This is an optimization exercise on Yosys and OpenROAD, whose aim is small area and a short achievable clock period, not a production implementation. Only simulation tests tie the RTL to the original design; equivalence was not proved. The clock input has no modelled driver; a real chip could not lean on it and would need a root buffer or a full tree. Power figures rest on the tool's default switching activity, not on a simulated workload.

## ADDER_TREE
module ADDER_TREE #(parameter DATA_IN_WIDTH = 8, DATA_OUT_WIDTH = 16)
  (clk, rst_n, ena, data_in1, data_in2, data_out, done, pipe);
  input clk, rst_n, ena;
  input [DATA_IN_WIDTH - 1:0] data_in1, data_in2;
  output [DATA_OUT_WIDTH:0] data_out;
  output done;
  output [6:0] pipe;
  reg        done;
  reg [6:0]  pipe;
  reg [7:0] a1, b1;
  always @(posedge clk)
    if (ena) begin
      a1 <= data_in1;
      b1 <= data_in2;
    end
  wire hs1 = (a1[2] & b1[0]) ^ (a1[1] & b1[1]);
  wire hc2 = (a1[2] & b1[0]) & (a1[1] & b1[1]);
  wire fs3 = (a1[3] & b1[0]) ^ (a1[2] & b1[1]) ^ (a1[1] & b1[2]);
  wire fc4 = ((a1[3] & b1[0]) & (a1[2] & b1[1])) | ((a1[3] & b1[0]) & (a1[1] & b1[2])) | ((a1[2] & b1[1]) & (a1[1] & b1[2]));
  wire fs5 = (a1[4] & b1[0]) ^ (a1[3] & b1[1]) ^ (a1[2] & b1[2]);
  wire fc6 = ((a1[4] & b1[0]) & (a1[3] & b1[1])) | ((a1[4] & b1[0]) & (a1[2] & b1[2])) | ((a1[3] & b1[1]) & (a1[2] & b1[2]));
  wire fs7 = (a1[5] & b1[0]) ^ (a1[4] & b1[1]) ^ (a1[3] & b1[2]);
  wire fc8 = ((a1[5] & b1[0]) & (a1[4] & b1[1])) | ((a1[5] & b1[0]) & (a1[3] & b1[2])) | ((a1[4] & b1[1]) & (a1[3] & b1[2]));
  wire fs9 = (a1[6] & b1[0]) ^ (a1[5] & b1[1]) ^ (a1[4] & b1[2]);
  wire fc10 = ((a1[6] & b1[0]) & (a1[5] & b1[1])) | ((a1[6] & b1[0]) & (a1[4] & b1[2])) | ((a1[5] & b1[1]) & (a1[4] & b1[2]));
  wire fs11 = (a1[7] & b1[0]) ^ (a1[6] & b1[1]) ^ (a1[5] & b1[2]);
  wire fc12 = ((a1[7] & b1[0]) & (a1[6] & b1[1])) | ((a1[7] & b1[0]) & (a1[5] & b1[2])) | ((a1[6] & b1[1]) & (a1[5] & b1[2]));
  wire fs13 = ~(a1[7] & b1[0]) ^ ~(a1[7] & b1[1]) ^ (a1[6] & b1[2]);
  wire fc14 = (~(a1[7] & b1[0]) & ~(a1[7] & b1[1])) | (~(a1[7] & b1[0]) & (a1[6] & b1[2])) | (~(a1[7] & b1[1]) & (a1[6] & b1[2]));
  reg [18:0] t2;
  reg [7:0] a2;
  reg [7:3] b2;
  always @(posedge clk) begin
    t2[0] <= (a1[0] & b1[0]);    
    t2[1] <= (a1[1] & b1[0]);    
  ...
Settings: LEC_CHECK=0, CAP_MARGIN=20, CORE_MARGIN=2, CORE_UTILIZATION=72, PLACE_DENSITY=0.8, SETUP_SLACK_MARGIN=2.35, SLEW_MARGIN=20; clock period 4.0 ns.
standard.sh (not shown) runs the stock make flow with config.mk's settings and CLKGATE_MAP_FILE= SYNTH_SCRIPT=/design/flow/synth_recipe.tcl, a recipe that flattens the netlist after the stock synthesis.
==> flow/flow/run.sh <==
#!/bin/bash
# The standard layout (standard.sh) with these changes to how it is made:
# - plain buffers on the ports instead of the delay cells buffer_ports picks
#   by default;
# - after clock tree synthesis, flow/clock_tree.tcl replaces the clock tree
#   with a balanced two-level tree: four root buffers fed by the clock port,
#   each driving the leaf buffers of one region; every register sees one root
#   and one leaf buffer.
set -euo pipefail
export BUFFER_PORTS_ARGS="-buffer_cell sky130_fd_sc_hd__buf_1"
export CTS_ARGS="-sink_clustering_enable -repair_clock_nets -dont_use_dummy_load -buf_list {sky130_fd_sc_hd__clkbuf_8}"
export POST_CTS_TCL="$PWD/flow/clock_tree.tcl"
export CLOCK_TREE_ROOTS=4
export CLOCK_TREE_LEAVES=8
export CLOCK_TREE_ROOT_CELL=sky130_fd_sc_hd__clkbuf_8
export CLOCK_TREE_LEAF_CELL=sky130_fd_sc_hd__clkbuf_16
bash standard.sh > standard_make.log 2>&1
==> flow/flow/clock_tree.tcl <==
set nroot 4
set nleaf 8
set rootmaster sky130_fd_sc_hd__clkbuf_8
set leafmaster sky130_fd_sc_hd__clkbuf_16
foreach {v e} {nroot CLOCK_TREE_ROOTS nleaf CLOCK_TREE_LEAVES rootmaster CLOCK_TREE_ROOT_CELL leafmaster CLOCK_TREE_LEAF_CELL} {
  if {[info exists ::env($e)]} { set $v $::env($e) }
}

set block [ord::get_db_block]
set db [ord::get_db]
set port_net [$block findNet clk]

# walk the clock network from the port: buffers/inverters of the tree, sinks
set tree_insts {}
set tree_nets {}
set sinks {}
set todo [list $port_net]
while {[llength $todo]} {
  set net [lindex $todo 0]
  set todo [lrange $todo 1 end]
  foreach it [$net getITerms] {
    if {![$it isInputSignal]} { continue }
    set inst [$it getInst]
    set m [[$inst getMaster] getName]
    if {[string match "*clkbuf*" $m] || [string match "*clkinv*" $m] || [string match "sky130_fd_sc_hd__buf_*" $m] || [string match "*clkdlybuf*" $m] || [string match "*bufinv*" $m]} {
      lappend tree_insts $inst
      foreach ot [$inst getITerms] {
        if {[$ot isOutputSignal] && [$ot getNet] ne "NULL"} {
          lappend todo [$ot getNet]
          lappend tree_nets [$ot getNet]
        }
      }
    } else {
      lappend sinks $it
    }
  }
}
puts "clock_tree: [llength $tree_insts] tree cells, [llength $sinks] sinks"

# disconnect sinks, delete old tree
foreach it $sinks { $it disconnect }
foreach inst $tree_insts { odb::dbInst_destroy $inst }
foreach net $tree_nets { odb::dbNet_destroy $net }

# group sinks by location: recursive bisection along the longer side
proc sink_xy {it} {
  set inst [$it getInst]
  set b [$inst getBBox]
  return [list [expr {([$b xMin] + [$b xMax]) / 2}] [expr {([$b yMin] + [$b yMax]) / 2}]]
}
proc bisect {items n} {
  if {$n <= 1 || [llength $items] < 2} { return [list $items] }
  set xs {}; set ys {}
  foreach it $items { lassign [sink_xy $it] x y; lappend xs $x; lappend ys $y }
  set xs [lsort -integer $xs]; set ys [lsort -integer $ys]
  set dx [expr {[lindex $xs end] - [lindex $xs 0]}]
  set dy [expr {[lindex $ys end] - [lindex $ys 0]}]
  set axis [expr {$dx >= $dy ? 0 : 1}]
  set keyed {}
  foreach it $items { lappend keyed [list [lindex [sink_xy $it] $axis] $it] }
  set keyed [lsort -integer -index 0 $keyed]
  set n1 [expr {$n / 2}]
  set cut [expr {[llength $keyed] * $n1 / $n}]
  set a {}; set b {}
  set i 0
  foreach k $keyed { if {$i < $cut} { lappend a [lindex $k 1] } else { lappend b [lindex $k 1] }; incr i }
  return [concat [bisect $a $n1] [bisect $b [expr {$n - $n1}]]]
}
proc new_buffer {block master name in_net loads x y} {
  set net [odb::dbNet_create $block "${name}_net"]
  $net setSigType CLOCK
  set inst [odb::dbInst_create $block $master $name]
  $inst setSourceType TIMING
  $inst setLocation $x $y
  $inst setPlacementStatus PLACED
  [$inst findITerm A] connect $in_net
  [$inst findITerm X] connect $net
  foreach it $loads { $it connect $net }
  return $inst
}
proc centroid {items} {
  set sx 0; set sy 0
  foreach it $items { lassign [sink_xy $it] x y; incr sx $x; incr sy $y }
  return [list [expr {$sx / [llength $items]}] [expr {$sy / [llength $items]}]]
}
proc bisect_groups {groups n} {
  if {$n <= 1 || [llength $groups] < 2} { return [list $groups] }
  set xs {}; set ys {}
  foreach g $groups { lassign [centroid $g] x y; lappend xs $x; lappend ys $y }
  set xs [lsort -integer $xs]; set ys [lsort -integer $ys]
  set axis [expr {([lindex $xs end] - [lindex $xs 0]) >= ([lindex $ys end] - [lindex $ys 0]) ? 0 : 1}]
  set keyed {}
  foreach g $groups { lappend keyed [list [lindex [centroid $g] $axis] $g] }
  set keyed [lsort -integer -index 0 $keyed]
  set n1 [expr {$n / 2}]
  set cut [expr {[llength $keyed] * $n1 / $n}]
  set a {}; set b {}
  set i 0
  foreach k $keyed { if {$i < $cut} { lappend a [lindex $k 1] } else { lappend b [lindex $k 1] }; incr i }
  return [concat [bisect_groups $a $n1] [bisect_groups $b [expr {$n - $n1}]]]
}
set groups [bisect $sinks $nleaf]
if {$nroot == 0} {
  # one level: the port drives the leaf buffers directly
  set lmaster [$db findMaster $leafmaster]
  set l 0
  foreach g $groups {
    lassign [centroid $g] cx cy
    new_buffer $block $lmaster "clkbuf_leaf$l" $port_net $g $cx $cy
    puts "clock_tree: leaf $l drives [llength $g] sinks at ($cx, $cy)"
    incr l
  }
  set rootgroups {}
} else {
set rootgroups [bisect_groups $groups $nroot]
set rmaster [$db findMaster $rootmaster]
set lmaster [$db findMaster $leafmaster]
set r 0
set l 0
foreach rg $rootgroups {
  set all {}
  foreach g $rg { set all [concat $all $g] }
  lassign [centroid $all] rx ry
  set rnet [odb::dbNet_create $block "clknet_root$r"]
  $rnet setSigType CLOCK
  set rinst [odb::dbInst_create $block $rmaster "clkbuf_root$r"]
  $rinst setSourceType TIMING
  $rinst setLocation $rx $ry
  $rinst setPlacementStatus PLACED
  [$rinst findITerm A] connect $port_net
  [$rinst findITerm X] connect $rnet
  foreach g $rg {
    lassign [centroid $g] cx cy
    new_buffer $block $lmaster "clkbuf_leaf$l" $rnet $g $cx $cy
    puts "clock_tree: root $r leaf $l drives [llength $g] sinks at ($cx, $cy)"
    incr l
  }
  incr r
}
}
$port_net setSigType CLOCK
detailed_placement
check_placement
estimate_parasitics -placement
==> next run, changes <==
--- a/flow/flow/run.sh
+++ b/flow/flow/run.sh
@@ -13,5 +13,5 @@
 export CLOCK_TREE_ROOTS=4
-export CLOCK_TREE_LEAVES=8
+export CLOCK_TREE_LEAVES=12
 export CLOCK_TREE_ROOT_CELL=sky130_fd_sc_hd__clkbuf_8
-export CLOCK_TREE_LEAF_CELL=sky130_fd_sc_hd__clkbuf_16
+export CLOCK_TREE_LEAF_CELL=sky130_fd_sc_hd__clkbuf_8
 bash standard.sh > standard_make.log 2>&1
CORE_UTILIZATION = 80   (was 72)
PLACE_DENSITY = not set   (was 0.8)
SETUP_SLACK_MARGIN = 2.45   (was 2.35)
Result: The new run completed with no timing, DRC or antenna violations; design area went up by 0.37%; clock skew went up by 0.011 ns; final cell count decreases by 0.53%; worst setup slack gets better by 0.010 ns; sequential power stays flat; power increases by 1.8%; clock power goes down by 8.4%; core utilization is higher by 10 points.
==> next run, changes <==
--- a/flow/flow/run.sh
+++ b/flow/flow/run.sh
@@ -12,6 +12,6 @@
 export POST_CTS_TCL="$PWD/flow/clock_tree.tcl"
-export CLOCK_TREE_ROOTS=4
-export CLOCK_TREE_LEAVES=12
+export CLOCK_TREE_ROOTS=0
+export CLOCK_TREE_LEAVES=4
 export CLOCK_TREE_ROOT_CELL=sky130_fd_sc_hd__clkbuf_8
-export CLOCK_TREE_LEAF_CELL=sky130_fd_sc_hd__clkbuf_8
+export CLOCK_TREE_LEAF_CELL=sky130_fd_sc_hd__clkbuf_16
 bash standard.sh > standard_make.log 2>&1
CORE_UTILIZATION = 85   (was 80)
SETUP_SLACK_MARGIN = 2.4   (was 2.45)
- This time the run never finished: it broke off in clock tree synthesis (4_1_cts)
- area after synthesis stays the same
- synthesized cell count stays the same
==> next run, changes <==
--- a/flow/flow/run.sh
+++ b/flow/flow/run.sh
@@ -12,6 +12,6 @@
 export POST_CTS_TCL="$PWD/flow/clock_tree.tcl"
-export CLOCK_TREE_ROOTS=0
-export CLOCK_TREE_LEAVES=4
+export CLOCK_TREE_ROOTS=4
+export CLOCK_TREE_LEAVES=12
 export CLOCK_TREE_ROOT_CELL=sky130_fd_sc_hd__clkbuf_8
-export CLOCK_TREE_LEAF_CELL=sky130_fd_sc_hd__clkbuf_16
+export CLOCK_TREE_LEAF_CELL=sky130_fd_sc_hd__clkbuf_8
 bash standard.sh > standard_make.log 2>&1
CORE_UTILIZATION = 80   (was 85)
SETUP_SLACK_MARGIN = 2.35   (was 2.4)
With this change the flow went through all stages and came out clean.
Synthesized cell count stays the same.
Synthesized area is unchanged.
==> next run, changes <==
--- a/flow/flow/run.sh
+++ b/flow/flow/run.sh
@@ -13,5 +13,5 @@
 export CLOCK_TREE_ROOTS=4
-export CLOCK_TREE_LEAVES=12
+export CLOCK_TREE_LEAVES=8
 export CLOCK_TREE_ROOT_CELL=sky130_fd_sc_hd__clkbuf_8
-export CLOCK_TREE_LEAF_CELL=sky130_fd_sc_hd__clkbuf_8
+export CLOCK_TREE_LEAF_CELL=sky130_fd_sc_hd__clkbuf_16
 bash standard.sh > standard_make.log 2>&1
CORE_UTILIZATION = 60   (was 80)
GPL_TIMING_DRIVEN = 1   (was not set)
Result: Wire length goes down by well over a third. Worst hold slack gains 0.0041 ns. Total power shrinks by a few percent. Setup slack is worse by 0.050 ns. Global-route usage goes down by 15 points. Die area grows by a quarter to a third. Clock power is higher by a little under a tenth.
==> next run, changes <==
--- a/flow/flow/run.sh
+++ b/flow/flow/run.sh
@@ -13,5 +13,5 @@
 export CLOCK_TREE_ROOTS=4
-export CLOCK_TREE_LEAVES=8
+export CLOCK_TREE_LEAVES=12
 export CLOCK_TREE_ROOT_CELL=sky130_fd_sc_hd__clkbuf_8
-export CLOCK_TREE_LEAF_CELL=sky130_fd_sc_hd__clkbuf_16
+export CLOCK_TREE_LEAF_CELL=sky130_fd_sc_hd__clkbuf_8
 bash standard.sh > standard_make.log 2>&1
CORE_UTILIZATION = 75   (was 60)
GPL_TIMING_DRIVEN = not set   (was 1)
SETUP_SLACK_MARGIN = 2.42   (was 2.35)
Worst setup slack improved by 0.022 ns; hold slack degrades by 0.013 ns; synthesized cell count stays the same; global-route usage climbs by 6.2 points; cell area came out higher slightly; wire length came out higher by about a fifth; sequential power is about the same; critical path depth does not change; area after synthesis does not change; first-iteration DRC count grows by well over a third.

## what the ideal ports hide
Ports are ideal in the flow. The routed layouts listed here were re-timed in OpenROAD.
Step 1, drivers: a clkbuf_16 drives clk and a buf_2 each remaining input, both assumed.
Step 2 times the ports against the registers' clock, not the clock port: input delays grow and output delays shrink by t, the midpoint of the rising clock arrivals with the driver on.
a / b / c = no drivers / after step 1 / after step 2; a / b = the first two.
run	shift t [ns]	setup slack, ns	worst setup path at the end	latest minus earliest clock arrival (ns)	pins driven straight from the clock port
the first run	0.349	2.342 / 2.276 / 2.209	input to register	0.009 / 0.009	4
the second run	0.347	2.352 / 2.289 / 2.368	register to register	0.019 / 0.020	4
the fourth run	0.353	2.369 / 2.305 / 2.192	input to register	0.014 / 0.014	4
the fifth run	0.353	2.319 / 2.253 / 2.206	input to register	0.017 / 0.016	4
the sixth run	0.346	2.341 / 2.282 / 2.207	input to register	0.016 / 0.016	4
After both steps setup and hold are still met in every run listed. For the fourth run, which loses most, drivers alone change the setup slack by -0.064 ns; drivers and shift together by -0.177 ns.
